This design comes from an exercise in tuning for small area on the open sky130 flow, not from production work.
The RTL was checked by simulation tests, not by an equivalence proof against the original design.

## flow/design.v (module list and top-level ports; edited modules follow where they fit)
// module DENSE: 3171 lines
// module FA: 4 lines
// module HA: 4 lines
// module SIGMOID: 482 lines
// module GE13: 13 lines
// module ARGMAX: 27 lines
// module LSTM_HEAD: 65 lines
module LSTM_HEAD (
    input  wire        clk,
    input  wire        rst,
    input  wire        valid,
    input  wire [13:0] h_1,
    input  wire [13:0] h_2,
    input  wire [13:0] h_3,
    input  wire [13:0] h_4,
    input  wire [13:0] h_5,
    output reg  [1:0]  OUTX,
    output wire [13:0] SCORE_1,
    output wire [13:0] SCORE_2,
    output wire [13:0] SCORE_3,
    output wire [13:0] SCORE_4
);
  // ...
==> flow/run.sh <==
#!/bin/bash
# synth_recipe.tcl (not shown) runs the flow's synth.tcl, then flattens the netlist and writes it again
# the make line also repeats each setting of config.mk as NAME=value (left out here)
make -C /OpenROAD-flow-scripts/flow DESIGN_CONFIG=/design/flow/config.mk WORK_HOME=/design/flow/orfs CLKGATE_MAP_FILE= SYNTH_SCRIPT=/design/flow/synth_recipe.tcl finish
==> flow/config.mk <==
export PLATFORM = sky130hd
export DESIGN_NAME = LSTM_HEAD
export DESIGN_NICKNAME = LSTM_HEAD
export VERILOG_FILES = /design/flow/design.v
export SDC_FILE = /design/flow/constraint.sdc
export NUM_CORES = 4
export LEC_CHECK = 0
export CAP_MARGIN = 20
export CORE_MARGIN = 2
export CORE_UTILIZATION = 40
export SLEW_MARGIN = 20
export SYNTH_HIERARCHICAL = 1
export SYNTH_MINIMUM_KEEP_SIZE = 0
==> flow/constraint.sdc <==
create_clock -name core_clock -period 20.0 [get_ports {clk}]
set_input_delay 4.0000 -clock core_clock [delete_from_list [all_inputs] [get_ports {clk}]]
set_output_delay 4.0000 -clock core_clock [all_outputs]
set_load 0.01 [all_outputs]
==> flow_summary.toml, run 1 <==
[layout]
diodes = 4
fin_util_pct = 43.0
flops_and_latches = 154
fin_area_um2 = 43700
multi_input_area_um2 = 34500
fin_cells = 4812

[global_route]
antenna_found_initial = 5
grt_use_met2_pct = 39.0
grt_pass1_vias = 29300
use_met3_pct = 5.13

[detailed_routing]
wl_mm = 126
wl_met1_mm = 53.6

[synth]
ys.flop_type = "dfrtp_1"
syn_avg_cell_area_um2 = 12.0
post-synth-top-count-cell = "fa_1"
synth-edff-count = 0
synth_nets = 4759
synth_top_family_by_area = "adder cells"
synth-compound-area-share_pct = 9.21
synth-simple-area-share_pct = 8.74

[critical_path]
critical_path_class = "input pin to flip-flop"
cp.arrival_ns = 17.02
r2r_setup_slack_ns = 5.63
reg2regPathDepth = 41

[timing]
fin_crit_sh_pct = 83.3
fmax_mhz = 60.0
finalSetupTns_ns = 0
slew_viol_final = 0
setup_viol = 0

[placed_design]
placed_area_um2 = 43100
port-buffer-count = 130

[floorplan]
die_h_um = 324
core_um2 = 102000

[clock_network]
cts_tree = "yes"
cts-htree-levels = 4
hold_buffers = 0
path_clk_slew_ns = 0.07

[outcome]
outcome = "complete, no violations"
==> module LSTM_HEAD, before the edit <==
module LSTM_HEAD (
    input  wire        clk,
    input  wire        rst,
    input  wire        valid,
    input  wire [13:0] h_1,
    input  wire [13:0] h_2,
    input  wire [13:0] h_3,
    input  wire [13:0] h_4,
    input  wire [13:0] h_5,
    output reg  [1:0]  OUTX,
    output wire [13:0] SCORE_1,
    output wire [13:0] SCORE_2,
    output wire [13:0] SCORE_3,
    output wire [13:0] SCORE_4
);
localparam [13:0] M1 = 14'd9406;    
localparam [13:0] RY1 = 14'd9451;   
localparam [11:0] RZ1 = 12'd533;   
localparam [13:0] M2 = 14'd10861;    
localparam [13:0] RY2 = 14'd5924;   
localparam [11:0] RZ2 = 12'd344;   
localparam [13:0] M3 = 14'd2940;    
localparam [13:0] RY3 = 14'd13348;   
localparam [11:0] RZ3 = 12'd470;   
localparam [13:0] M4 = 14'd2063;    
localparam [13:0] RY4 = 14'd2795;   
localparam [11:0] RZ4 = 12'd690;   
wire [13:0] p_1, p_2, p_3, p_4;
DENSE dense (.h_1(h_1), .h_2(h_2), .h_3(h_3), .h_4(h_4), .h_5(h_5),
             .p_1(p_1), .p_2(p_2), .p_3(p_3), .p_4(p_4));
reg [13:0] y_1, y_2, y_3, y_4;
always @(posedge clk or negedge rst) begin
    if (!rst) begin
        y_1 <= RY1; y_2 <= RY2; y_3 <= RY3; y_4 <= RY4;
    end else if (valid) begin
        y_1 <= p_1; y_2 <= p_2; y_3 <= p_3; y_4 <= p_4;
    end
end
wire [11:0] s_1, s_2, s_3, s_4;
SIGMOID #(.M(M1)) sg1 (.y(y_1), .s(s_1));
SIGMOID #(.M(M2)) sg2 (.y(y_2), .s(s_2));
SIGMOID #(.M(M3)) sg3 (.y(y_3), .s(s_3));
SIGMOID #(.M(M4)) sg4 (.y(y_4), .s(s_4));
reg [11:0] z1_1, z1_2, z1_3, z1_4;
reg [11:0] z2_1, z2_2, z2_3, z2_4;
always @(posedge clk or negedge rst) begin
    if (!rst) begin
        z1_1 <= RZ1; z1_2 <= RZ2; z1_3 <= RZ3; z1_4 <= RZ4;
        z2_1 <= 12'd512; z2_2 <= 12'd512; z2_3 <= 12'd512; z2_4 <= 12'd512;
    end else begin
        z1_1 <= s_1; z1_2 <= s_2; z1_3 <= s_3; z1_4 <= s_4;
        z2_1 <= z1_1; z2_2 <= z1_2; z2_3 <= z1_3; z2_4 <= z1_4;
    end
end
assign SCORE_1 = {{2{z2_1[11] & z2_1[10]}}, z2_1};
assign SCORE_2 = {{2{z2_2[11] & z2_2[10]}}, z2_2};
assign SCORE_3 = {{2{z2_3[11] & z2_3[10]}}, z2_3};
assign SCORE_4 = {{2{z2_4[11] & z2_4[10]}}, z2_4};
wire [1:0] sel;
ARGMAX am (.s1(z2_1), .s2(z2_2), .s3(z2_3), .s4(z2_4), .sel(sel));
always @(posedge clk or negedge rst) begin
    if (!rst) OUTX <= 2'd0;
    else      OUTX <= sel;
end
endmodule
==> inputs of run 2 (changes only) <==
--- a/flow/design.v
+++ b/flow/design.v
@@ -1,6 +1,563 @@
-module DENSE (
-    input  wire [13:0] h_1, h_2, h_3, h_4, h_5,
-    output wire [13:0] p_1, p_2, p_3, p_4
+module FA (input wire a, b, c, output wire s, co);
+assign s = a ^ b ^ c;
+assign co = (a & b) | (a & c) | (b & c);
+endmodule
+module HA (input wire a, b, output wire s, co);
+assign s = a ^ b;
+assign co = a & b;
+endmodule
+module MX (input wire a0, a1, s, output wire y);
+assign y = s ? a1 : a0;
+endmodule
+module SIGMOID #(parameter [13:0] M = 14'd0) (
+    input  wire [13:0] y,    
+    output wire [11:0] s
 );
+wire [13:0] o = y ^ M;
+wire neg = o[13];
+wire [12:0] x = o[12:0] ^ {13{neg}};
+reg [8:0] st;
+reg [21:0] kt;
+always @(*) begin
+    case ({a12, a11, a10, a9, a8, a7})
+        6'd0: begin st = 9'd256; kt = 22'd524800; end
+        6'd1: begin st = 9'd254; kt = 22'd557312; end
+        6'd2: begin st = 9'd250; kt = 22'd589824; end
+        6'd3: begin st = 9'd244; kt = 22'd621568; end
+        6'd4: begin st = 9'd237; kt = 22'd653312; end
+        6'd5: begin st = 9'd228; kt = 22'd684032; end
+        6'd6: begin st = 9'd218; kt = 22'd712704; end
+        6'd7: begin st = 9'd207; kt = 22'd740992; end
+        6'd8: begin st = 9'd195; kt = 22'd766464; end
+        6'd9: begin st = 9'd183; kt = 22'd791936; end
+        6'd10: begin st = 9'd171; kt = 22'd815360; end
+        6'd11: begin st = 9'd159; kt = 22'd837760; end
+        6'd12: begin st = 9'd147; kt = 22'd858112; end
+        6'd13: begin st = 9'd135; kt = 22'd876416; end
+        6'd14: begin st = 9'd124; kt = 22'd894464; end
+        6'd15: begin st = 9'd113; kt = 22'd909696; end
+        6'd16: begin st = 9'd103; kt = 22'd925184; end
+        6'd17: begin st = 9'd93; kt = 22'd937088; end
+        6'd18: begin st = 9'd84; kt = 22'd948736; end
+        6'd19: begin st = 9'd76; kt = 22'd960512; end
+        6'd20: begin st = 9'd68; kt = 22'd969216; end
+        6'd21: begin st = 9'd61; kt = 22'd977536; end
+        6'd22: begin st = 9'd55; kt = 22'd986880; end
+        6'd23: begin st = 9'd49; kt = 22'd993664; end
+        6'd24: begin st = 9'd44; kt = 22'd999936; end
+        6'd25: begin st = 9'd39; kt = 22'd1004928; end
+        6'd26: begin st = 9'd35; kt = 22'd1010944; end
+        6'd27: begin st = 9'd31; kt = 22'd1014912; end
+        6'd28: begin st = 9'd27; kt = 22'd1016832; end
+        6'd29: begin st = 9'd24; kt = 22'd1020416; end
+        6'd30: begin st = 9'd22; kt = 22'd1026048; end
+        6'd31: begin st = 9'd19; kt = 22'd1027200; end
+        6'd32: begin st = 9'd17; kt = 22'd1029632; end
+        6'd33: begin st = 9'd15; kt = 22'd1031552; end
+        6'd34: begin st = 9'd13; kt = 22'd1032960; end
+        6'd35: begin st = 9'd12; kt = 22'd1036288; end
+        6'd36: begin st = 9'd10; kt = 22'd1035776; end
+        6'd37: begin st = 9'd9; kt = 22'd1037440; end
+        6'd38: begin st = 9'd8; kt = 22'd1038848; end
+        6'd39: begin st = 9'd7; kt = 22'd1040000; end
+        6'd40: begin st = 9'd6; kt = 22'd1039872; end
+        6'd41: begin st = 9'd6; kt = 22'd1044736; end
+        6'd42: begin st = 9'd5; kt = 22'd1043200; end
+        6'd43: begin st = 9'd4; kt = 22'd1042432; end
+        6'd44: begin st = 9'd4; kt = 22'd1044992; end
+        6'd45: begin st = 9'd3; kt = 22'd1042944; end
+        6'd46: begin st = 9'd3; kt = 22'd1045248; end
+        6'd47: begin st = 9'd3; kt = 22'd1048064; end
+        6'd48: begin st = 9'd2; kt = 22'd1043968; end
+        6'd49: begin st = 9'd2; kt = 22'd1046016; end
+        6'd50: begin st = 9'd2; kt = 22'd1047552; end
+        6'd51: begin st = 9'd2; kt = 22'd1050112; end
+        6'd52: begin st = 9'd1; kt = 22'd1044480; end
+        6'd53: begin st = 9'd1; kt = 22'd1046016; end
+        6'd54: begin st = 9'd1; kt = 22'd1047040; end
+        6'd55: begin st = 9'd1; kt = 22'd1048064; end
+        6'd56: begin st = 9'd1; kt = 22'd1049088; end
+        6'd57: begin st = 9'd1; kt = 22'd1050112; end
+        6'd58: begin st = 9'd1; kt = 22'd1050112; end
+        6'd59: begin st = 9'd1; kt = 22'd1051136; end
+        6'd60: begin st = 9'd1; kt = 22'd1051648; end
+        6'd61: begin st = 9'd0; kt = 22'd1044992; end
+        6'd62: begin st = 9'd0; kt = 22'd1044992; end
+        6'd63: begin st = 9'd0; kt = 22'd1044992; end
+        default: begin st = 9'd0; kt = 22'd0; end
+    endcase
+end
+wire a0;
+wire c1;
+wire a1;
+wire c2;
+wire a2;
+wire c3;
+wire a3;
+wire c4;
+wire a4;
+wire c5;
+wire a5;
+wire c6;
+wire a6;
+wire c7;
+wire a7;
+wire c8;
+wire a8;
+wire c9;
+wire a9;
+wire c10;
+wire a10;
+wire c11;
+wire a11;
+wire c12;
+wire a12;
+wire c13;
+wire pp0_0;
+wire pp0_1;
+wire pp0_2;
+wire pp0_3;
+wire pp0_4;
+wire pp0_5;
+wire pp0_6;
+wire pp0_7;
+wire pp0_8;
+wire pp1_0;
+wire pp1_1;
+wire pp1_2;
+wire pp1_3;
+wire pp1_4;
+wire pp1_5;
+wire pp1_6;
+wire pp1_7;
+wire pp1_8;
+wire pp2_0;
+wire pp2_1;
+wire pp2_2;
+wire pp2_3;
+wire pp2_4;
+wire pp2_5;
+wire pp2_6;
+wire pp2_7;
+wire pp2_8;
+wire pp3_0;
+wire pp3_1;
+wire pp3_2;
+wire pp3_3;
+wire pp3_4;
+wire pp3_5;
+wire pp3_6;
+wire pp3_7;
+wire pp3_8;
+wire pp4_0;
+wire pp4_1;
+wire pp4_2;
+wire pp4_3;
+wire pp4_4;
+wire pp4_5;
+wire pp4_6;
+wire pp4_7;
+wire pp4_8;
+wire pp5_0;
+wire pp5_1;
+wire pp5_2;
+wire pp5_3;
+wire pp5_4;
+wire pp5_5;
+wire pp5_6;
+wire pp5_7;
+wire pp5_8;
+wire pp6_0;
+wire pp6_1;
+wire pp6_2;
+wire pp6_3;
+wire pp6_4;
+wire pp6_5;
+wire pp6_6;
+wire pp6_7;
+wire pp6_8;
+wire n0;
+wire n1;
+wire n2;
+wire n3;
+wire n4;
+wire n5;
+wire n6;
+wire n7;
+wire n8;
+wire n9;
+wire n10;
+wire n11;
+wire n12;
+wire n13;
+wire n14;
+wire n15;
+wire n16;
+wire n17;
+wire n18;
+wire n19;
+wire n20;
+wire n21;
+wire n22;
+wire n23;
+wire n24;
+wire n25;
+wire n26;
+wire n27;
+wire n28;
+wire n29;
+wire n30;
+wire n31;
+wire n32;
+wire n33;
+wire n34;
+wire n35;
+wire n36;
+wire n37;
+wire n38;
+wire n39;
+wire n40;
+wire n41;
+wire n42;
+wire n43;
+wire n44;
+wire n45;
+wire n46;
+wire n47;
+wire n48;
+wire n49;
+wire n50;
+wire n51;
+wire n52;
+wire n53;
+wire n54;
+wire n55;
+wire n56;
+wire n57;
+wire n58;
+wire n59;
+wire n60;
+wire n61;
+wire n62;
+wire n63;
+wire n64;
+wire n65;
+wire n66;
+wire n67;
+wire n68;
+wire n69;
+wire n70;
+wire n71;
+wire n72;
+wire n73;
+wire n74;
+wire n75;
+wire n76;
+wire n77;
+wire n78;
+wire n79;
+wire n80;
+wire n81;
+wire n82;
+wire n83;
+wire n84;
+wire n85;
+wire n86;
+wire n87;
+wire n88;
+wire n89;
+wire n90;
+wire n91;
+wire n92;
+wire n93;
+wire n94;
+wire n95;
+wire n96;
+wire n97;
+wire n98;
+wire n99;
+wire n100;
+wire n101;
+wire n102;
+wire n103;
+wire n104;
+wire n105;
+wire n106;
+wire n107;
+wire n108;
+wire n109;
+wire n110;
+wire n111;
+wire n112;
+wire n113;
+wire n114;
+wire n115;
+wire n116;
+wire n117;
+wire n118;
+wire n119;
+wire n120;
+wire n121;
+wire n122;
+wire n123;
+wire n124;
+wire n125;
+wire n126;
+wire n127;
+wire n128;
+wire n129;
+wire n130;
+wire n131;
+wire n132;
+wire n133;
+wire n134;
+wire n135;
+wire n136;
+wire n137;
+wire n138;
+wire n139;
+wire n140;
+wire n141;
+wire n142;
+wire n143;
+wire n144;
+wire n145;
+wire n146;
+wire n147;
+wire n148;
+wire n149;
+wire n150;
+wire n151;
+HA ua0 (.a(x[0]), .b(neg), .s(a0), .co(c1));
+HA ua1 (.a(x[1]), .b(c1), .s(a1), .co(c2));
+HA ua2 (.a(x[2]), .b(c2), .s(a2), .co(c3));
+HA ua3 (.a(x[3]), .b(c3), .s(a3), .co(c4));
+HA ua4 (.a(x[4]), .b(c4), .s(a4), .co(c5));
+HA ua5 (.a(x[5]), .b(c5), .s(a5), .co(c6));
+HA ua6 (.a(x[6]), .b(c6), .s(a6), .co(c7));
+HA ua7 (.a(x[7]), .b(c7), .s(a7), .co(c8));
+HA ua8 (.a(x[8]), .b(c8), .s(a8), .co(c9));
+HA ua9 (.a(x[9]), .b(c9), .s(a9), .co(c10));
+HA ua10 (.a(x[10]), .b(c10), .s(a10), .co(c11));
+HA ua11 (.a(x[11]), .b(c11), .s(a11), .co(c12));
+HA ua12 (.a(x[12]), .b(c12), .s(a12), .co(c13));
+assign pp0_0 = a0 & st[0];
+assign pp0_1 = a0 & st[1];
+assign pp0_2 = a0 & st[2];
+assign pp0_3 = a0 & st[3];
+assign pp0_4 = a0 & st[4];
+assign pp0_5 = a0 & st[5];
+assign pp0_6 = a0 & st[6];
+assign pp0_7 = a0 & st[7];
+assign pp0_8 = a0 & st[8];
+assign pp1_0 = a1 & st[0];
+assign pp1_1 = a1 & st[1];
+assign pp1_2 = a1 & st[2];
+assign pp1_3 = a1 & st[3];
+assign pp1_4 = a1 & st[4];
+assign pp1_5 = a1 & st[5];
+assign pp1_6 = a1 & st[6];
+assign pp1_7 = a1 & st[7];
+assign pp1_8 = a1 & st[8];
+assign pp2_0 = a2 & st[0];
+assign pp2_1 = a2 & st[1];
+assign pp2_2 = a2 & st[2];
+assign pp2_3 = a2 & st[3];
+assign pp2_4 = a2 & st[4];
+assign pp2_5 = a2 & st[5];
+assign pp2_6 = a2 & st[6];
+assign pp2_7 = a2 & st[7];
+assign pp2_8 = a2 & st[8];
+assign pp3_0 = a3 & st[0];
+assign pp3_1 = a3 & st[1];
+assign pp3_2 = a3 & st[2];
+assign pp3_3 = a3 & st[3];
+assign pp3_4 = a3 & st[4];
+assign pp3_5 = a3 & st[5];
+assign pp3_6 = a3 & st[6];
+assign pp3_7 = a3 & st[7];
+assign pp3_8 = a3 & st[8];
+assign pp4_0 = a4 & st[0];
+assign pp4_1 = a4 & st[1];
+assign pp4_2 = a4 & st[2];
+assign pp4_3 = a4 & st[3];
+assign pp4_4 = a4 & st[4];
+assign pp4_5 = a4 & st[5];
+assign pp4_6 = a4 & st[6];
+assign pp4_7 = a4 & st[7];
+assign pp4_8 = a4 & st[8];
+assign pp5_0 = a5 & st[0];
+assign pp5_1 = a5 & st[1];
+assign pp5_2 = a5 & st[2];
+assign pp5_3 = a5 & st[3];
+assign pp5_4 = a5 & st[4];
+assign pp5_5 = a5 & st[5];
+assign pp5_6 = a5 & st[6];
+assign pp5_7 = a5 & st[7];
+assign pp5_8 = a5 & st[8];
+assign pp6_0 = a6 & st[0];
+assign pp6_1 = a6 & st[1];
+assign pp6_2 = a6 & st[2];
+assign pp6_3 = a6 & st[3];
+assign pp6_4 = a6 & st[4];
+assign pp6_5 = a6 & st[5];
+assign pp6_6 = a6 & st[6];
+assign pp6_7 = a6 & st[7];
+assign pp6_8 = a6 & st[8];
+assign n0 = ~neg;
+assign n1 = pp0_0 | n0;
+FA un2 (.a(pp0_1), .b(pp1_0), .c(n1), .s(n2), .co(n3));
+FA un4 (.a(pp0_2), .b(pp1_1), .c(pp2_0), .s(n4), .co(n5));
+FA un6 (.a(n4), .b(n3), .c(n2), .s(n6), .co(n7));
+FA un8 (.a(pp0_3), .b(pp1_2), .c(pp2_1), .s(n8), .co(n9));
+FA un10 (.a(pp3_0), .b(n5), .c(n8), .s(n10), .co(n11));
+FA un12 (.a(n10), .b(n7), .c(n6), .s(n12), .co(n13));
+FA un14 (.a(pp0_4), .b(pp1_3), .c(pp2_2), .s(n14), .co(n15));
+FA un16 (.a(pp3_1), .b(pp4_0), .c(n9), .s(n16), .co(n17));
+FA un18 (.a(n14), .b(n11), .c(n16), .s(n18), .co(n19));
+FA un20 (.a(n18), .b(n13), .c(n12), .s(n20), .co(n21));
+FA un22 (.a(pp0_5), .b(pp1_4), .c(pp2_3), .s(n22), .co(n23));
+FA un24 (.a(pp3_2), .b(pp4_1), .c(pp5_0), .s(n24), .co(n25));
+FA un26 (.a(n15), .b(n22), .c(n24), .s(n26), .co(n27));
+FA un28 (.a(n17), .b(n26), .c(n19), .s(n28), .co(n29));
+FA un30 (.a(n28), .b(n21), .c(n20), .s(n30), .co(n31));
+FA un32 (.a(pp0_6), .b(pp1_5), .c(pp2_4), .s(n32), .co(n33));
+FA un34 (.a(pp3_3), .b(pp4_2), .c(pp5_1), .s(n34), .co(n35));
+FA un36 (.a(pp6_0), .b(n23), .c(n25), .s(n36), .co(n37));
+FA un38 (.a(n32), .b(n34), .c(n27), .s(n38), .co(n39));
+FA un40 (.a(n36), .b(n38), .c(n29), .s(n40), .co(n41));
+FA un42 (.a(n40), .b(n31), .c(n30), .s(n42), .co(n43));
+FA un44 (.a(pp0_7), .b(pp1_6), .c(pp2_5), .s(n44), .co(n45));
+FA un46 (.a(pp3_4), .b(pp4_3), .c(pp5_2), .s(n46), .co(n47));
+FA un48 (.a(pp6_1), .b(kt[7]), .c(n33), .s(n48), .co(n49));
+FA un50 (.a(n35), .b(n44), .c(n46), .s(n50), .co(n51));
+FA un52 (.a(n37), .b(n48), .c(n50), .s(n52), .co(n53));
+FA un54 (.a(n39), .b(n52), .c(n41), .s(n54), .co(n55));
+FA un56 (.a(n54), .b(n43), .c(n42), .s(n56), .co(n57));
+FA un58 (.a(pp0_8), .b(pp1_7), .c(pp2_6), .s(n58), .co(n59));
+FA un60 (.a(pp3_5), .b(pp4_4), .c(pp5_3), .s(n60), .co(n61));
+FA un62 (.a(pp6_2), .b(kt[8]), .c(n45), .s(n62), .co(n63));
+FA un64 (.a(n47), .b(n58), .c(n60), .s(n64), .co(n65));
+FA un66 (.a(n49), .b(n51), .c(n62), .s(n66), .co(n67));
+FA un68 (.a(n64), .b(n53), .c(n66), .s(n68), .co(n69));
+FA un70 (.a(n68), .b(n55), .c(n57), .s(n70), .co(n71));
+assign n72 = n56 | n70;
+FA un73 (.a(pp1_8), .b(pp2_7), .c(pp3_6), .s(n73), .co(n74));
+FA un75 (.a(pp4_5), .b(pp5_4), .c(pp6_3), .s(n75), .co(n76));
+FA un77 (.a(kt[9]), .b(n59), .c(n61), .s(n77), .co(n78));
+FA un79 (.a(n73), .b(n75), .c(n63), .s(n79), .co(n80));
+FA un81 (.a(n65), .b(n77), .c(n67), .s(n81), .co(n82));
+FA un83 (.a(n79), .b(n81), .c(n69), .s(n83), .co(n84));
+FA un85 (.a(n83), .b(n71), .c(n72), .s(n85), .co(n86));
+FA un87 (.a(pp2_8), .b(pp3_7), .c(pp4_6), .s(n87), .co(n88));
+FA un89 (.a(pp5_5), .b(pp6_4), .c(kt[10]), .s(n89), .co(n90));
+FA un91 (.a(n74), .b(n76), .c(n87), .s(n91), .co(n92));
+FA un93 (.a(n89), .b(n78), .c(n91), .s(n93), .co(n94));
+FA un95 (.a(n80), .b(n93), .c(n82), .s(n95), .co(n96));
+FA un97 (.a(n0), .b(n84), .c(n95), .s(n97), .co(n98));
+FA un99 (.a(n97), .b(n86), .c(n85), .s(n99), .co(n100));
+FA un101 (.a(pp3_8), .b(pp4_7), .c(pp5_6), .s(n101), .co(n102));
+FA un103 (.a(pp6_5), .b(kt[11]), .c(n88), .s(n103), .co(n104));
+FA un105 (.a(n90), .b(n101), .c(n92), .s(n105), .co(n106));
+FA un107 (.a(n103), .b(n94), .c(n105), .s(n107), .co(n108));
+FA un109 (.a(n107), .b(n96), .c(n98), .s(n109), .co(n110));
+assign n111 = n109 ^ n100;
+assign n112 = n109 | n100;
+FA un113 (.a(pp4_8), .b(pp5_7), .c(pp6_6), .s(n113), .co(n114));
+FA un115 (.a(kt[12]), .b(n102), .c(n113), .s(n115), .co(n116));
+FA un117 (.a(n104), .b(n115), .c(n106), .s(n117), .co(n118));
+FA un119 (.a(n117), .b(n108), .c(n110), .s(n119), .co(n120));
+assign n121 = n119 ^ n112;
+assign n122 = n119 | n112;
+FA un123 (.a(pp5_8), .b(pp6_7), .c(kt[13]), .s(n123), .co(n124));
+FA un125 (.a(n114), .b(n123), .c(n116), .s(n125), .co(n126));
+FA un127 (.a(n125), .b(n118), .c(n120), .s(n127), .co(n128));
+assign n129 = n127 ^ n122;
+assign n130 = n127 | n122;
+FA un131 (.a(pp6_8), .b(kt[14]), .c(n124), .s(n131), .co(n132));
+FA un133 (.a(n131), .b(n126), .c(n128), .s(n133), .co(n134));
+assign n135 = n133 ^ n130;
+assign n136 = n133 | n130;
+FA un137 (.a(kt[15]), .b(n132), .c(n134), .s(n137), .co(n138));
+assign n139 = n137 ^ n136;
+assign n140 = n137 | n136;
+FA un141 (.a(kt[16]), .b(n138), .c(n140), .s(n141), .co(n142));
+FA un143 (.a(kt[17]), .b(n142), .c(n141), .s(n143), .co(n144));
+FA un145 (.a(kt[18]), .b(n144), .c(n143), .s(n145), .co(n146));
+FA un147 (.a(kt[19]), .b(n146), .c(n145), .s(n147), .co(n148));
+FA un149 (.a(kt[20]), .b(n148), .c(n147), .s(n149), .co(n150));
+assign n151 = n150 ^ n149;
+wire [11:0] r = {~n151, ~n149, ~n147, ~n145, ~n143, ~n141, ~n139, ~n135, ~n129, ~n121, ~n111, n99};
+wire [11:0] sx = {r[11] ^ (neg & r[10]), r[10], r[9:0] ^ {10{neg}}};
+assign s = sx ^ ({12{c13}} & 12'd2048);    
+endmodule
+module GE13 (
+    input  wire [12:0] x,
+    input  wire [12:0] y,
+    output wire        ge
+);
+wire [13:0] c;
+assign c[0] = 1'b1;
+genvar i;
+generate for (i = 0; i < 13; i = i + 1) begin : rc
+    assign c[i+1] = (x[i] & ~y[i]) | (x[i] & c[i]) | (~y[i] & c[i]);
+end endgenerate
+assign ge = c[13];
+endmodule
+module ARGMAX (
+    input  wire [11:0] s1, s2, s3, s4,
+    output wire [1:0]  sel
+);
+wire [12:0] k1 = {~(s1[11] & s1[10]), s1};
+wire [12:0] k2 = {~(s2[11] & s2[10]), s2};
+wire [12:0] k3 = {~(s3[11] & s3[10]), s3};
+wire [12:0] k4 = {~(s4[11] & s4[10]), s4};
+wire g12, g13, g14, g23, g32, g24, g42, g34, g43;
+GE13 c12 (k1, k2, g12);
+GE13 c13 (k1, k3, g13);
+GE13 c14 (k1, k4, g14);
+GE13 c23 (k2, k3, g23);
+GE13 c32 (k3, k2, g32);
+GE13 c24 (k2, k4, g24);
+GE13 c42 (k4, k2, g42);
+GE13 c34 (k3, k4, g34);
+GE13 c43 (k4, k3, g43);
+wire m0 = g12 & g13 & g14;
+wire m1 = g23 & g24;
+wire m2 = g32 & g34;
+wire m3 = g42 & g43;
+assign sel = (m0 & ~m1 & ~m2 & ~m3) ? 2'd0 :
+             (~m0 & m1 & ~m2 & ~m3) ? 2'd1 :
+             (~m0 & ~m1 & m2 & ~m3) ? 2'd2 :
+             (~m0 & ~m1 & ~m2 & m3) ? 2'd3 : 2'd0;
+endmodule
+module LSTM_HEAD (
+    input  wire        clk,
+    input  wire        rst,
+    input  wire        valid,
+    input  wire [13:0] h_1,
+    input  wire [13:0] h_2,
+    input  wire [13:0] h_3,
+    input  wire [13:0] h_4,
+    input  wire [13:0] h_5,
+    output reg  [1:0]  OUTX,
+    output wire [13:0] SCORE_1,
+    output wire [13:0] SCORE_2,
+    output wire [13:0] SCORE_3,
+    output wire [13:0] SCORE_4
+);
+localparam [13:0] M1 = 14'd9406;    
+localparam [13:0] RY1 = 14'd9451;   
+localparam [11:0] RZ1 = 12'd533;   
+localparam [13:0] M2 = 14'd10861;    
+localparam [13:0] RY2 = 14'd5924;   
+localparam [11:0] RZ2 = 12'd344;   
+localparam [13:0] M3 = 14'd2940;    
+localparam [13:0] RY3 = 14'd13348;   
+localparam [11:0] RZ3 = 12'd470;   
+localparam [13:0] M4 = 14'd2063;    
+localparam [13:0] RY4 = 14'd2795;   
+localparam [11:0] RZ4 = 12'd690;   
+wire [13:0] p_1, p_2, p_3, p_4;
 wire n0;
 wire n1;
@@ -3169,571 +3726,18 @@
 assign p_4[12] = n1973;
 assign p_4[13] = n1980;
-endmodule
-module FA (input wire a, b, c, output wire s, co);
-assign s = a ^ b ^ c;
-assign co = (a & b) | (a & c) | (b & c);
-endmodule
-module HA (input wire a, b, output wire s, co);
-assign s = a ^ b;
-assign co = a & b;
-endmodule
-module SIGMOID #(parameter [13:0] M = 14'd0) (
-    input  wire [13:0] y,    
-    output wire [11:0] s
-);
-wire [13:0] o = y ^ M;
-wire neg = o[13];
-wire [12:0] x = o[12:0] ^ {13{neg}};
-reg [8:0] st;
-reg [21:0] kt;
-always @(*) begin
-    case ({a12, a11, a10, a9, a8, a7})
-        6'd0: begin st = 9'd256; kt = 22'd524800; end
-        6'd1: begin st = 9'd254; kt = 22'd557312; end
-        6'd2: begin st = 9'd250; kt = 22'd589824; end
-        6'd3: begin st = 9'd244; kt = 22'd621568; end
-        6'd4: begin st = 9'd237; kt = 22'd653312; end
-        6'd5: begin st = 9'd228; kt = 22'd684032; end
-        6'd6: begin st = 9'd218; kt = 22'd712704; end
-        6'd7: begin st = 9'd207; kt = 22'd740992; end
-        6'd8: begin st = 9'd195; kt = 22'd766464; end
-        6'd9: begin st = 9'd183; kt = 22'd791936; end
-        6'd10: begin st = 9'd171; kt = 22'd815360; end
-        6'd11: begin st = 9'd159; kt = 22'd837760; end
-        6'd12: begin st = 9'd147; kt = 22'd858112; end
-        6'd13: begin st = 9'd135; kt = 22'd876416; end
-        6'd14: begin st = 9'd124; kt = 22'd894464; end
-        6'd15: begin st = 9'd113; kt = 22'd909696; end
-        6'd16: begin st = 9'd103; kt = 22'd925184; end
-        6'd17: begin st = 9'd93; kt = 22'd937088; end
-        6'd18: begin st = 9'd84; kt = 22'd948736; end
-        6'd19: begin st = 9'd76; kt = 22'd960512; end
-        6'd20: begin st = 9'd68; kt = 22'd969216; end
-        6'd21: begin st = 9'd61; kt = 22'd977536; end
-        6'd22: begin st = 9'd55; kt = 22'd986880; end
-        6'd23: begin st = 9'd49; kt = 22'd993664; end
-        6'd24: begin st = 9'd44; kt = 22'd999936; end
-        6'd25: begin st = 9'd39; kt = 22'd1004928; end
-        6'd26: begin st = 9'd35; kt = 22'd1010944; end
-        6'd27: begin st = 9'd31; kt = 22'd1014912; end
-        6'd28: begin st = 9'd27; kt = 22'd1016832; end
-        6'd29: begin st = 9'd24; kt = 22'd1020416; end
-        6'd30: begin st = 9'd22; kt = 22'd1026048; end
-        6'd31: begin st = 9'd19; kt = 22'd1027200; end
-        6'd32: begin st = 9'd17; kt = 22'd1029632; end
-        6'd33: begin st = 9'd15; kt = 22'd1031552; end
-        6'd34: begin st = 9'd13; kt = 22'd1032960; end
-        6'd35: begin st = 9'd12; kt = 22'd1036288; end
-        6'd36: begin st = 9'd10; kt = 22'd1035776; end
-        6'd37: begin st = 9'd9; kt = 22'd1037440; end
-        6'd38: begin st = 9'd8; kt = 22'd1038848; end
-        6'd39: begin st = 9'd7; kt = 22'd1040000; end
-        6'd40: begin st = 9'd6; kt = 22'd1039872; end
-        6'd41: begin st = 9'd6; kt = 22'd1044736; end
-        6'd42: begin st = 9'd5; kt = 22'd1043200; end
-        6'd43: begin st = 9'd4; kt = 22'd1042432; end
-        6'd44: begin st = 9'd4; kt = 22'd1044992; end
-        6'd45: begin st = 9'd3; kt = 22'd1042944; end
-        6'd46: begin st = 9'd3; kt = 22'd1045248; end
-        6'd47: begin st = 9'd3; kt = 22'd1048064; end
-        6'd48: begin st = 9'd2; kt = 22'd1043968; end
-        6'd49: begin st = 9'd2; kt = 22'd1046016; end
-        6'd50: begin st = 9'd2; kt = 22'd1047552; end
-        6'd51: begin st = 9'd2; kt = 22'd1050112; end
-        6'd52: begin st = 9'd1; kt = 22'd1044480; end
-        6'd53: begin st = 9'd1; kt = 22'd1046016; end
-        6'd54: begin st = 9'd1; kt = 22'd1047040; end
-        6'd55: begin st = 9'd1; kt = 22'd1048064; end
-        6'd56: begin st = 9'd1; kt = 22'd1049088; end
-        6'd57: begin st = 9'd1; kt = 22'd1050112; end
-        6'd58: begin st = 9'd1; kt = 22'd1050112; end
-        6'd59: begin st = 9'd1; kt = 22'd1051136; end
-        6'd60: begin st = 9'd1; kt = 22'd1051648; end
-        6'd61: begin st = 9'd0; kt = 22'd1044992; end
-        6'd62: begin st = 9'd0; kt = 22'd1044992; end
-        6'd63: begin st = 9'd0; kt = 22'd1044992; end
-        default: begin st = 9'd0; kt = 22'd0; end
-    endcase
-end
-wire a0;
-wire c1;
-wire a1;
-wire c2;
-wire a2;
-wire c3;
-wire a3;
-wire c4;
-wire a4;
-wire c5;
-wire a5;
-wire c6;
-wire a6;
-wire c7;
-wire a7;
-wire c8;
-wire a8;
-wire c9;
-wire a9;
-wire c10;
-wire a10;
-wire c11;
-wire a11;
-wire c12;
-wire a12;
-wire c13;
-wire pp0_0;
-wire pp0_1;
-wire pp0_2;
-wire pp0_3;
-wire pp0_4;
-wire pp0_5;
-wire pp0_6;
-wire pp0_7;
-wire pp0_8;
-wire pp1_0;
-wire pp1_1;
-wire pp1_2;
-wire pp1_3;
-wire pp1_4;
-wire pp1_5;
-wire pp1_6;
-wire pp1_7;
-wire pp1_8;
-wire pp2_0;
-wire pp2_1;
-wire pp2_2;
-wire pp2_3;
-wire pp2_4;
-wire pp2_5;
-wire pp2_6;
-wire pp2_7;
-wire pp2_8;
-wire pp3_0;
-wire pp3_1;
-wire pp3_2;
-wire pp3_3;
-wire pp3_4;
-wire pp3_5;
-wire pp3_6;
-wire pp3_7;
-wire pp3_8;
-wire pp4_0;
-wire pp4_1;
-wire pp4_2;
-wire pp4_3;
-wire pp4_4;
-wire pp4_5;
-wire pp4_6;
-wire pp4_7;
-wire pp4_8;
-wire pp5_0;
-wire pp5_1;
-wire pp5_2;
-wire pp5_3;
-wire pp5_4;
-wire pp5_5;
-wire pp5_6;
-wire pp5_7;
-wire pp5_8;
-wire pp6_0;
-wire pp6_1;
-wire pp6_2;
-wire pp6_3;
-wire pp6_4;
-wire pp6_5;
-wire pp6_6;
-wire pp6_7;
-wire pp6_8;
-wire n0;
-wire n1;
-wire n2;
-wire n3;
-wire n4;
-wire n5;
-wire n6;
-wire n7;
-wire n8;
-wire n9;
-wire n10;
-wire n11;
-wire n12;
-wire n13;
-wire n14;
-wire n15;
-wire n16;
-wire n17;
-wire n18;
-wire n19;
-wire n20;
-wire n21;
-wire n22;
-wire n23;
-wire n24;
-wire n25;
-wire n26;
-wire n27;
-wire n28;
-wire n29;
-wire n30;
-wire n31;
-wire n32;
-wire n33;
-wire n34;
-wire n35;
-wire n36;
-wire n37;
-wire n38;
-wire n39;
-wire n40;
-wire n41;
-wire n42;
-wire n43;
-wire n44;
-wire n45;
-wire n46;
-wire n47;
-wire n48;
-wire n49;
-wire n50;
-wire n51;
-wire n52;
-wire n53;
-wire n54;
-wire n55;
-wire n56;
-wire n57;
-wire n58;
-wire n59;
-wire n60;
-wire n61;
-wire n62;
-wire n63;
-wire n64;
-wire n65;
-wire n66;
-wire n67;
-wire n68;
-wire n69;
-wire n70;
-wire n71;
-wire n72;
-wire n73;
-wire n74;
-wire n75;
-wire n76;
-wire n77;
-wire n78;
-wire n79;
-wire n80;
-wire n81;
-wire n82;
-wire n83;
-wire n84;
-wire n85;
-wire n86;
-wire n87;
-wire n88;
-wire n89;
-wire n90;
-wire n91;
-wire n92;
-wire n93;
-wire n94;
-wire n95;
-wire n96;
-wire n97;
-wire n98;
-wire n99;
-wire n100;
-wire n101;
-wire n102;
-wire n103;
-wire n104;
-wire n105;
-wire n106;
-wire n107;
-wire n108;
-wire n109;
-wire n110;
-wire n111;
-wire n112;
-wire n113;
-wire n114;
-wire n115;
-wire n116;
-wire n117;
-wire n118;
-wire n119;
-wire n120;
-wire n121;
-wire n122;
-wire n123;
-wire n124;
-wire n125;
-wire n126;
-wire n127;
-wire n128;
-wire n129;
-wire n130;
-wire n131;
-wire n132;
-wire n133;
-wire n134;
-wire n135;
-wire n136;
-wire n137;
-wire n138;
-wire n139;
-wire n140;
-wire n141;
-wire n142;
-wire n143;
-wire n144;
-wire n145;
-wire n146;
-wire n147;
-wire n148;
-wire n149;
-wire n150;
-wire n151;
-HA ua0 (.a(x[0]), .b(neg), .s(a0), .co(c1));
-HA ua1 (.a(x[1]), .b(c1), .s(a1), .co(c2));
-HA ua2 (.a(x[2]), .b(c2), .s(a2), .co(c3));
-HA ua3 (.a(x[3]), .b(c3), .s(a3), .co(c4));
-HA ua4 (.a(x[4]), .b(c4), .s(a4), .co(c5));
-HA ua5 (.a(x[5]), .b(c5), .s(a5), .co(c6));
-HA ua6 (.a(x[6]), .b(c6), .s(a6), .co(c7));
-HA ua7 (.a(x[7]), .b(c7), .s(a7), .co(c8));
-HA ua8 (.a(x[8]), .b(c8), .s(a8), .co(c9));
-HA ua9 (.a(x[9]), .b(c9), .s(a9), .co(c10));
-HA ua10 (.a(x[10]), .b(c10), .s(a10), .co(c11));
-HA ua11 (.a(x[11]), .b(c11), .s(a11), .co(c12));
-HA ua12 (.a(x[12]), .b(c12), .s(a12), .co(c13));
-assign pp0_0 = a0 & st[0];
-assign pp0_1 = a0 & st[1];
-assign pp0_2 = a0 & st[2];
-assign pp0_3 = a0 & st[3];
-assign pp0_4 = a0 & st[4];
-assign pp0_5 = a0 & st[5];
-assign pp0_6 = a0 & st[6];
-assign pp0_7 = a0 & st[7];
-assign pp0_8 = a0 & st[8];
-assign pp1_0 = a1 & st[0];
-assign pp1_1 = a1 & st[1];
-assign pp1_2 = a1 & st[2];
-assign pp1_3 = a1 & st[3];
-assign pp1_4 = a1 & st[4];
-assign pp1_5 = a1 & st[5];
-assign pp1_6 = a1 & st[6];
-assign pp1_7 = a1 & st[7];
-assign pp1_8 = a1 & st[8];
-assign pp2_0 = a2 & st[0];
-assign pp2_1 = a2 & st[1];
-assign pp2_2 = a2 & st[2];
-assign pp2_3 = a2 & st[3];
-assign pp2_4 = a2 & st[4];
-assign pp2_5 = a2 & st[5];
-assign pp2_6 = a2 & st[6];
-assign pp2_7 = a2 & st[7];
-assign pp2_8 = a2 & st[8];
-assign pp3_0 = a3 & st[0];
-assign pp3_1 = a3 & st[1];
-assign pp3_2 = a3 & st[2];
-assign pp3_3 = a3 & st[3];
-assign pp3_4 = a3 & st[4];
-assign pp3_5 = a3 & st[5];
-assign pp3_6 = a3 & st[6];
-assign pp3_7 = a3 & st[7];
-assign pp3_8 = a3 & st[8];
-assign pp4_0 = a4 & st[0];
-assign pp4_1 = a4 & st[1];
-assign pp4_2 = a4 & st[2];
-assign pp4_3 = a4 & st[3];
-assign pp4_4 = a4 & st[4];
-assign pp4_5 = a4 & st[5];
-assign pp4_6 = a4 & st[6];
-assign pp4_7 = a4 & st[7];
-assign pp4_8 = a4 & st[8];
-assign pp5_0 = a5 & st[0];
-assign pp5_1 = a5 & st[1];
-assign pp5_2 = a5 & st[2];
-assign pp5_3 = a5 & st[3];
-assign pp5_4 = a5 & st[4];
-assign pp5_5 = a5 & st[5];
-assign pp5_6 = a5 & st[6];
-assign pp5_7 = a5 & st[7];
-assign pp5_8 = a5 & st[8];
-assign pp6_0 = a6 & st[0];
-assign pp6_1 = a6 & st[1];
-assign pp6_2 = a6 & st[2];
-assign pp6_3 = a6 & st[3];
-assign pp6_4 = a6 & st[4];
-assign pp6_5 = a6 & st[5];
-assign pp6_6 = a6 & st[6];
-assign pp6_7 = a6 & st[7];
-assign pp6_8 = a6 & st[8];
-assign n0 = ~neg;
-assign n1 = pp0_0 | n0;
-FA un2 (.a(pp0_1), .b(pp1_0), .c(n1), .s(n2), .co(n3));
-FA un4 (.a(pp0_2), .b(pp1_1), .c(pp2_0), .s(n4), .co(n5));
-FA un6 (.a(n4), .b(n3), .c(n2), .s(n6), .co(n7));
-FA un8 (.a(pp0_3), .b(pp1_2), .c(pp2_1), .s(n8), .co(n9));
-FA un10 (.a(pp3_0), .b(n5), .c(n8), .s(n10), .co(n11));
-FA un12 (.a(n10), .b(n7), .c(n6), .s(n12), .co(n13));
-FA un14 (.a(pp0_4), .b(pp1_3), .c(pp2_2), .s(n14), .co(n15));
-FA un16 (.a(pp3_1), .b(pp4_0), .c(n9), .s(n16), .co(n17));
-FA un18 (.a(n14), .b(n11), .c(n16), .s(n18), .co(n19));
-FA un20 (.a(n18), .b(n13), .c(n12), .s(n20), .co(n21));
-FA un22 (.a(pp0_5), .b(pp1_4), .c(pp2_3), .s(n22), .co(n23));
-FA un24 (.a(pp3_2), .b(pp4_1), .c(pp5_0), .s(n24), .co(n25));
-FA un26 (.a(n15), .b(n22), .c(n24), .s(n26), .co(n27));
-FA un28 (.a(n17), .b(n26), .c(n19), .s(n28), .co(n29));
-FA un30 (.a(n28), .b(n21), .c(n20), .s(n30), .co(n31));
-FA un32 (.a(pp0_6), .b(pp1_5), .c(pp2_4), .s(n32), .co(n33));
-FA un34 (.a(pp3_3), .b(pp4_2), .c(pp5_1), .s(n34), .co(n35));
-FA un36 (.a(pp6_0), .b(n23), .c(n25), .s(n36), .co(n37));
-FA un38 (.a(n32), .b(n34), .c(n27), .s(n38), .co(n39));
-FA un40 (.a(n36), .b(n38), .c(n29), .s(n40), .co(n41));
-FA un42 (.a(n40), .b(n31), .c(n30), .s(n42), .co(n43));
-FA un44 (.a(pp0_7), .b(pp1_6), .c(pp2_5), .s(n44), .co(n45));
-FA un46 (.a(pp3_4), .b(pp4_3), .c(pp5_2), .s(n46), .co(n47));
-FA un48 (.a(pp6_1), .b(kt[7]), .c(n33), .s(n48), .co(n49));
-FA un50 (.a(n35), .b(n44), .c(n46), .s(n50), .co(n51));
-FA un52 (.a(n37), .b(n48), .c(n50), .s(n52), .co(n53));
-FA un54 (.a(n39), .b(n52), .c(n41), .s(n54), .co(n55));
-FA un56 (.a(n54), .b(n43), .c(n42), .s(n56), .co(n57));
-FA un58 (.a(pp0_8), .b(pp1_7), .c(pp2_6), .s(n58), .co(n59));
-FA un60 (.a(pp3_5), .b(pp4_4), .c(pp5_3), .s(n60), .co(n61));
-FA un62 (.a(pp6_2), .b(kt[8]), .c(n45), .s(n62), .co(n63));
-FA un64 (.a(n47), .b(n58), .c(n60), .s(n64), .co(n65));
-FA un66 (.a(n49), .b(n51), .c(n62), .s(n66), .co(n67));
-FA un68 (.a(n64), .b(n53), .c(n66), .s(n68), .co(n69));
-FA un70 (.a(n68), .b(n55), .c(n57), .s(n70), .co(n71));
-assign n72 = n56 | n70;
-FA un73 (.a(pp1_8), .b(pp2_7), .c(pp3_6), .s(n73), .co(n74));
-FA un75 (.a(pp4_5), .b(pp5_4), .c(pp6_3), .s(n75), .co(n76));
-FA un77 (.a(kt[9]), .b(n59), .c(n61), .s(n77), .co(n78));
-FA un79 (.a(n73), .b(n75), .c(n63), .s(n79), .co(n80));
-FA un81 (.a(n65), .b(n77), .c(n67), .s(n81), .co(n82));
-FA un83 (.a(n79), .b(n81), .c(n69), .s(n83), .co(n84));
-FA un85 (.a(n83), .b(n71), .c(n72), .s(n85), .co(n86));
-FA un87 (.a(pp2_8), .b(pp3_7), .c(pp4_6), .s(n87), .co(n88));
-FA un89 (.a(pp5_5), .b(pp6_4), .c(kt[10]), .s(n89), .co(n90));
-FA un91 (.a(n74), .b(n76), .c(n87), .s(n91), .co(n92));
-FA un93 (.a(n89), .b(n78), .c(n91), .s(n93), .co(n94));
-FA un95 (.a(n80), .b(n93), .c(n82), .s(n95), .co(n96));
-FA un97 (.a(n0), .b(n84), .c(n95), .s(n97), .co(n98));
-FA un99 (.a(n97), .b(n86), .c(n85), .s(n99), .co(n100));
-FA un101 (.a(pp3_8), .b(pp4_7), .c(pp5_6), .s(n101), .co(n102));
-FA un103 (.a(pp6_5), .b(kt[11]), .c(n88), .s(n103), .co(n104));
-FA un105 (.a(n90), .b(n101), .c(n92), .s(n105), .co(n106));
-FA un107 (.a(n103), .b(n94), .c(n105), .s(n107), .co(n108));
-FA un109 (.a(n107), .b(n96), .c(n98), .s(n109), .co(n110));
-assign n111 = n109 ^ n100;
-assign n112 = n109 | n100;
-FA un113 (.a(pp4_8), .b(pp5_7), .c(pp6_6), .s(n113), .co(n114));
-FA un115 (.a(kt[12]), .b(n102), .c(n113), .s(n115), .co(n116));
-FA un117 (.a(n104), .b(n115), .c(n106), .s(n117), .co(n118));
-FA un119 (.a(n117), .b(n108), .c(n110), .s(n119), .co(n120));
-assign n121 = n119 ^ n112;
-assign n122 = n119 | n112;
-FA un123 (.a(pp5_8), .b(pp6_7), .c(kt[13]), .s(n123), .co(n124));
-FA un125 (.a(n114), .b(n123), .c(n116), .s(n125), .co(n126));
-FA un127 (.a(n125), .b(n118), .c(n120), .s(n127), .co(n128));
-assign n129 = n127 ^ n122;
-assign n130 = n127 | n122;
-FA un131 (.a(pp6_8), .b(kt[14]), .c(n124), .s(n131), .co(n132));
-FA un133 (.a(n131), .b(n126), .c(n128), .s(n133), .co(n134));
-assign n135 = n133 ^ n130;
-assign n136 = n133 | n130;
-FA un137 (.a(kt[15]), .b(n132), .c(n134), .s(n137), .co(n138));
-assign n139 = n137 ^ n136;
-assign n140 = n137 | n136;
-FA un141 (.a(kt[16]), .b(n138), .c(n140), .s(n141), .co(n142));
-FA un143 (.a(kt[17]), .b(n142), .c(n141), .s(n143), .co(n144));
-FA un145 (.a(kt[18]), .b(n144), .c(n143), .s(n145), .co(n146));
-FA un147 (.a(kt[19]), .b(n146), .c(n145), .s(n147), .co(n148));
-FA un149 (.a(kt[20]), .b(n148), .c(n147), .s(n149), .co(n150));
-assign n151 = n150 ^ n149;
-wire [11:0] r = {~n151, ~n149, ~n147, ~n145, ~n143, ~n141, ~n139, ~n135, ~n129, ~n121, ~n111, n99};
-wire [11:0] sx = {r[11] ^ (neg & r[10]), r[10], r[9:0] ^ {10{neg}}};
-assign s = sx ^ ({12{c13}} & 12'd2048);    
-endmodule
-module GE13 (
-    input  wire [12:0] x,
-    input  wire [12:0] y,
-    output wire        ge
-);
-wire [13:0] c;
-assign c[0] = 1'b1;
-genvar i;
-generate for (i = 0; i < 13; i = i + 1) begin : rc
-    assign c[i+1] = (x[i] & ~y[i]) | (x[i] & c[i]) | (~y[i] & c[i]);
-end endgenerate
-assign ge = c[13];
-endmodule
-module ARGMAX (
-    input  wire [11:0] s1, s2, s3, s4,
-    output wire [1:0]  sel
-);
-wire [12:0] k1 = {~(s1[11] & s1[10]), s1};
-wire [12:0] k2 = {~(s2[11] & s2[10]), s2};
-wire [12:0] k3 = {~(s3[11] & s3[10]), s3};
-wire [12:0] k4 = {~(s4[11] & s4[10]), s4};
-wire g12, g13, g14, g23, g32, g24, g42, g34, g43;
-GE13 c12 (k1, k2, g12);
-GE13 c13 (k1, k3, g13);
-GE13 c14 (k1, k4, g14);
-GE13 c23 (k2, k3, g23);
-GE13 c32 (k3, k2, g32);
-GE13 c24 (k2, k4, g24);
-GE13 c42 (k4, k2, g42);
-GE13 c34 (k3, k4, g34);
-GE13 c43 (k4, k3, g43);
-wire m0 = g12 & g13 & g14;
-wire m1 = g23 & g24;
-wire m2 = g32 & g34;
-wire m3 = g42 & g43;
-assign sel = (m0 & ~m1 & ~m2 & ~m3) ? 2'd0 :
-             (~m0 & m1 & ~m2 & ~m3) ? 2'd1 :
-             (~m0 & ~m1 & m2 & ~m3) ? 2'd2 :
-             (~m0 & ~m1 & ~m2 & m3) ? 2'd3 : 2'd0;
-endmodule
-module LSTM_HEAD (
-    input  wire        clk,
-    input  wire        rst,
-    input  wire        valid,
-    input  wire [13:0] h_1,
-    input  wire [13:0] h_2,
-    input  wire [13:0] h_3,
-    input  wire [13:0] h_4,
-    input  wire [13:0] h_5,
-    output reg  [1:0]  OUTX,
-    output wire [13:0] SCORE_1,
-    output wire [13:0] SCORE_2,
-    output wire [13:0] SCORE_3,
-    output wire [13:0] SCORE_4
-);
-localparam [13:0] M1 = 14'd9406;    
-localparam [13:0] RY1 = 14'd9451;   
-localparam [11:0] RZ1 = 12'd533;   
-localparam [13:0] M2 = 14'd10861;    
-localparam [13:0] RY2 = 14'd5924;   
-localparam [11:0] RZ2 = 12'd344;   
-localparam [13:0] M3 = 14'd2940;    
-localparam [13:0] RY3 = 14'd13348;   
-localparam [11:0] RZ3 = 12'd470;   
-localparam [13:0] M4 = 14'd2063;    
-localparam [13:0] RY4 = 14'd2795;   
-localparam [11:0] RZ4 = 12'd690;   
-wire [13:0] p_1, p_2, p_3, p_4;
-DENSE dense (.h_1(h_1), .h_2(h_2), .h_3(h_3), .h_4(h_4), .h_5(h_5),
-             .p_1(p_1), .p_2(p_2), .p_3(p_3), .p_4(p_4));
 reg [13:0] y_1, y_2, y_3, y_4;
+wire [13:0] yn_1, yn_2, yn_3, yn_4;
+genvar gi;
+generate for (gi = 0; gi < 14; gi = gi + 1) begin : ld
+    MX m1 (.a0(y_1[gi]), .a1(p_1[gi]), .s(valid), .y(yn_1[gi]));
+    MX m2 (.a0(y_2[gi]), .a1(p_2[gi]), .s(valid), .y(yn_2[gi]));
+    MX m3 (.a0(y_3[gi]), .a1(p_3[gi]), .s(valid), .y(yn_3[gi]));
+    MX m4 (.a0(y_4[gi]), .a1(p_4[gi]), .s(valid), .y(yn_4[gi]));
+end endgenerate
 always @(posedge clk or negedge rst) begin
     if (!rst) begin
         y_1 <= RY1; y_2 <= RY2; y_3 <= RY3; y_4 <= RY4;
-    end else if (valid) begin
-        y_1 <= p_1; y_2 <= p_2; y_3 <= p_3; y_4 <= p_4;
+    end else begin
+        y_1 <= yn_1; y_2 <= yn_2; y_3 <= yn_3; y_4 <= yn_4;
     end
 end
==> flow/flow/run.sh (new file) <==
#!/bin/bash
# Own layout flow: the standard flow, except that Yosys's ABC maps the
# combinational logic for area (strash; dch; map -a) instead of for speed.
# Registers are mapped before ABC runs, so they keep the standard names and cells.
set -euo pipefail
here=$(pwd)
rm -rf "$here/scripts_area"
mkdir -p "$here/scripts_area"
cp -r "$FLOW_HOME/scripts/." "$here/scripts_area/"
cp "$here/flow/abc_area.script" "$here/scripts_area/abc_area.script"
bash standard.sh finish ABC_AREA=1 SCRIPTS_DIR="$here/scripts_area" > "$here/orfs_make.log" 2>&1 || { tail -50 "$here/orfs_make.log"; exit 1; }
tail -5 "$here/orfs_make.log"
==> flow/flow/abc_area.script (new file) <==
strash
dch
map -a
==> flow/standard.sh (new file) <==
#!/bin/bash
# synth_recipe.tcl (not shown) runs the flow's synth.tcl, then flattens the netlist and writes it again
# the make line also repeats each setting of config.mk as NAME=value (left out here)
make -C /OpenROAD-flow-scripts/flow DESIGN_CONFIG=/design/flow/config.mk WORK_HOME=/design/flow/orfs CLKGATE_MAP_FILE= SYNTH_SCRIPT=/design/flow/synth_recipe.tcl "${@:-finish}"
--- a/flow/config.mk
+++ b/flow/config.mk
@@ -6,4 +6,5 @@
 export NUM_CORES = 4
 export LEC_CHECK = 0
+export ABC_AREA = 1
 export CAP_MARGIN = 20
 export CORE_MARGIN = 2
removed: flow/run.sh
==> run 2 against run 1 <==
Against the previous run: sequential cell count unchanged; synthesized area decreased by 8.4%; critical path depth unchanged; critical endpoint is now y_3[13]$_DFF_PN1_; largest cell class unchanged; highest routed layer unchanged.
==> flow_summary.toml, run 2 <==
[clock_network]
path_clk_slew_ns = 0.07
cts_sinks = 154
cts_made_buffers = 17
clockBufferDepth = 2
cts_tree = "yes"
post_cts.repair.setup_buffers = 0
insertion_delay_ns = 0.47
hold_buffers = 0
ctsRootBufferMaster = "clkbuf_16"
cts-htree-levels = 4
cts_resized = 0

[timing]
rsz0062_at_grt = "no"
final_hold_viol_count = 0
finalSetupTns_ns = 0
fin_crit_sh_pct = 84.2
min_period_ns = 16.84
worst_pin_slew_ns = 0.977
slew_viol_final = 0
fin_skew_ns = 0.0224
setup_slack_ns = 3.16
hold_slack_ns = 0.350
setup_viol = 0
maxSlewHeadroom_pct = 34.9
fmax_mhz = 59.4

[layout]
fin_area_um2 = 41200
mostFrequentLayoutCell = "fa_1"
area_growth_pct = 9.79
diodes = 0
final_cell_mix = "fa_1 (1108), clkinv_1 (490), nor2_1 (471)"
fin_cells = 4737
finalNetCount = 4802
drive_above_1_share_pct = 5.46

[worst_hold_path]
min_path_type = "flip-flop to flip-flop"

[synth]
yosysWarnings = 11
yosys.area.top_type = "fa_1"
syn_avg_cell_area_um2 = 11.4
yosys-top-cells-area = "fa_1 (59%), dfrtp_1 (6.9%), ha_1 (5.0%)"
yosysUniqueCellTypes = 42
yosys_register_bits = 154
netlist_area_um2 = 37500
ys.flop_type = "dfrtp_1"
syn_inst = 3292
synthArstFlopShare_pct = 100
synth_nets = 4624
synth_top_area_share_pct = 59.1
ys_seq_area_share_pct = 10.4
post-synth-top-count-cell = "fa_1"
synth-edff-count = 0
synthTopCellsByCount = "fa_1 (1108), clkinv_1 (490), nor2_1 (471)"

[detailed_routing]
route.detailed.drc = 0
via_per_inst = 5.55
drt_pre_antenna_iters = 6
wl_mm = 119
vias = 26300
antenna_left = 0
wl_per_cell_um = 25.2
first_iter_violations = 2841

[critical_path]
start_kind = "input pin"
rr_startpoint = "y_3[13]$_DFF_PN1_"
startpoint = "h_2[1]"
crit_buf_inv = 2
worst_r2r_endpoint = "z1_3[11]$_DFF_PN0_"
crit_path_max_incr_delay_ns = 0.88
cp-endpoint = "y_3[13]$_DFF_PN1_"
crit_top_cell = "fa_1"
critical_path_class = "input pin to flip-flop"
crit_cells = 32
cp.arrival_ns = 17.22
r2r_setup_slack_ns = 5.31
worstSetupEndpointType = "flip-flop"
path_max_fanout = 8
slowest_stage = "clkdlybuf4s50_1"
critical-path-top-delay-family = "adder cells"
cp_data_required_time_ns = 20.38
reg2regPathDepth = 46

[placed_design]
hpwl_mm = 101
placed_area_um2 = 40600
dp.cells = 4705
port-buffer-count = 130
place_ws_ns = 2.62
place_congestion = 1.03

[global_route]
groute.usage.overall_pct = 26.2
grt.busiest_layer = "met2"
use_met1_pct = 36.0
grt_max_degree = 80
use_met3_pct = 5.97
grt_pass1_wl_mm = 184
grt.overflow.total = 0
grt_use_met2_pct = 41.3
grt_pass1_vias = 29300
antenna_found_initial = 1

[floorplan]
die_w_um = 310
ios = 131
die_area_um2 = 96300
initial_core_util_pct = 40.3
core_um2 = 93200
die_h_um = 310
rows = 112

[flow_run]
maxCapViolations = 0

[outcome]
outcome = "complete, no violations"
run 2: changes by cell type after synthesis, sizes merged, moves of 52 or more:
cell and delta:
nand2b -101, nor2 +353, and2 -111, nand2 +64, nor2b -52, inv -372
clkinv +488, buf -149
run 2: cell families (layout without fill, tap and decap cells):
| logic type | Yosys count | in the layout | synth area share (%) |
|---|---|---|---|
| DFF | 154 | 154 | 10.4 |
| AOI/OAI and AO/OA | 491 | 491 | 8.33 |
| and+or+nand+nor | 700 | 700 | 7.25 |
| xor gates and xnor gates | 137 | 137 | 3.20 |
| muxes | 56 | 56 | 1.68 |
| buffers and inverters | 494 | 685 | 4.98 |
| adders and majority gates | 1260 | 1260 | 64.1 |
run 2: modules after synthesis (local to each module, per instance), excerpt:
module | flip-flops and latches | cells | cell area [um2]
FA | 0 | 1 | 20.0
GE13 | 0 | 32 | 166
LSTM_HEAD | 154 | 448 | 5520
MX | 0 | 1 | 11.3
HA | 0 | 1 | 12.5
ARGMAX | 0 | 13 | 60.1
run 2: final cells by class:
class	count	area, um2
Clock buffer	17	425
Clock inverter	15	168
Fill cell	8777	52000
Inverter	490	1840
Multi-Input combinational cell	2644	31800
Sequential cell	154	3920
Tap cell	1254	1570
Timing Repair Buffer	163	1550
run 2: worst min-delay path by stage:
stage                        from                  to  slack (ns)  cells after the start
2_1_floorplan  z1_1[10]$_DFF_PN0_  z2_1[10]$_DFF_PN0_        0.33                      0
3_5_place_dp    z1_2[0]$_DFF_PN0_   z2_2[0]$_DFF_PN0_        0.34                      0
3_3_place_gp   z1_2[11]$_DFF_PN0_  z2_2[11]$_DFF_PN0_        0.33                      0
6_report       z1_2[10]$_DFF_PN0_  z2_2[10]$_DFF_PN0_        0.35                      0
4_1_cts        z1_2[10]$_DFF_PN0_  z2_2[10]$_DFF_PN0_        0.35                      0
5_1_grt         z1_1[9]$_DFF_PN1_   z2_1[9]$_DFF_PN1_        0.36                      0
run 2: per-stage QoR:
| step | util (%) |
|---|---|
| after floorplan | - |
| after global placement | 43.6 |
| after detailed placement | 43.6 |
| after CTS | 44.2 |
| after global routing | 44.2 |
| final | 44.2 |
run 2: layer usage:
metal,vias up,share of wire [%]
met4,2,3.6
met2,1275,46
met3,239,9.0
li1,11000,-
met1,13800,41
met5,-,0.0092

[what the ideal ports hide]
No port has a modelled driver above. Below, the same layouts with a new extraction and two added sets of constraints.
Step 1, drivers: a clkbuf_16 drives clk and a buf_2 each remaining input, both assumed.
Step 2 moves the port delays by t, midway between the first and last clock arrival at a register: inputs arrive t later, outputs are due t later. That takes back most of the time a late clock gives input paths.
Three values: ideal, step 1, step 2; two values: the first two.
run	shift t [ns]	setup WS [ns]	worst setup path after step 2	clock arrival spread, ns	slew at the worst register clock pin (ns)
run 1	0.510	3.347 / 3.382 / 2.872	input to register	0.020 / 0.021	0.08 / 0.08
run 2	0.522	3.158 / 3.202 / 2.680	input to register	0.027 / 0.027	0.08 / 0.08
After both steps setup and hold are still met in every run listed. The setup slack of run 2, which loses most, moves by +0.044 ns with the drivers and by -0.478 ns with both steps.
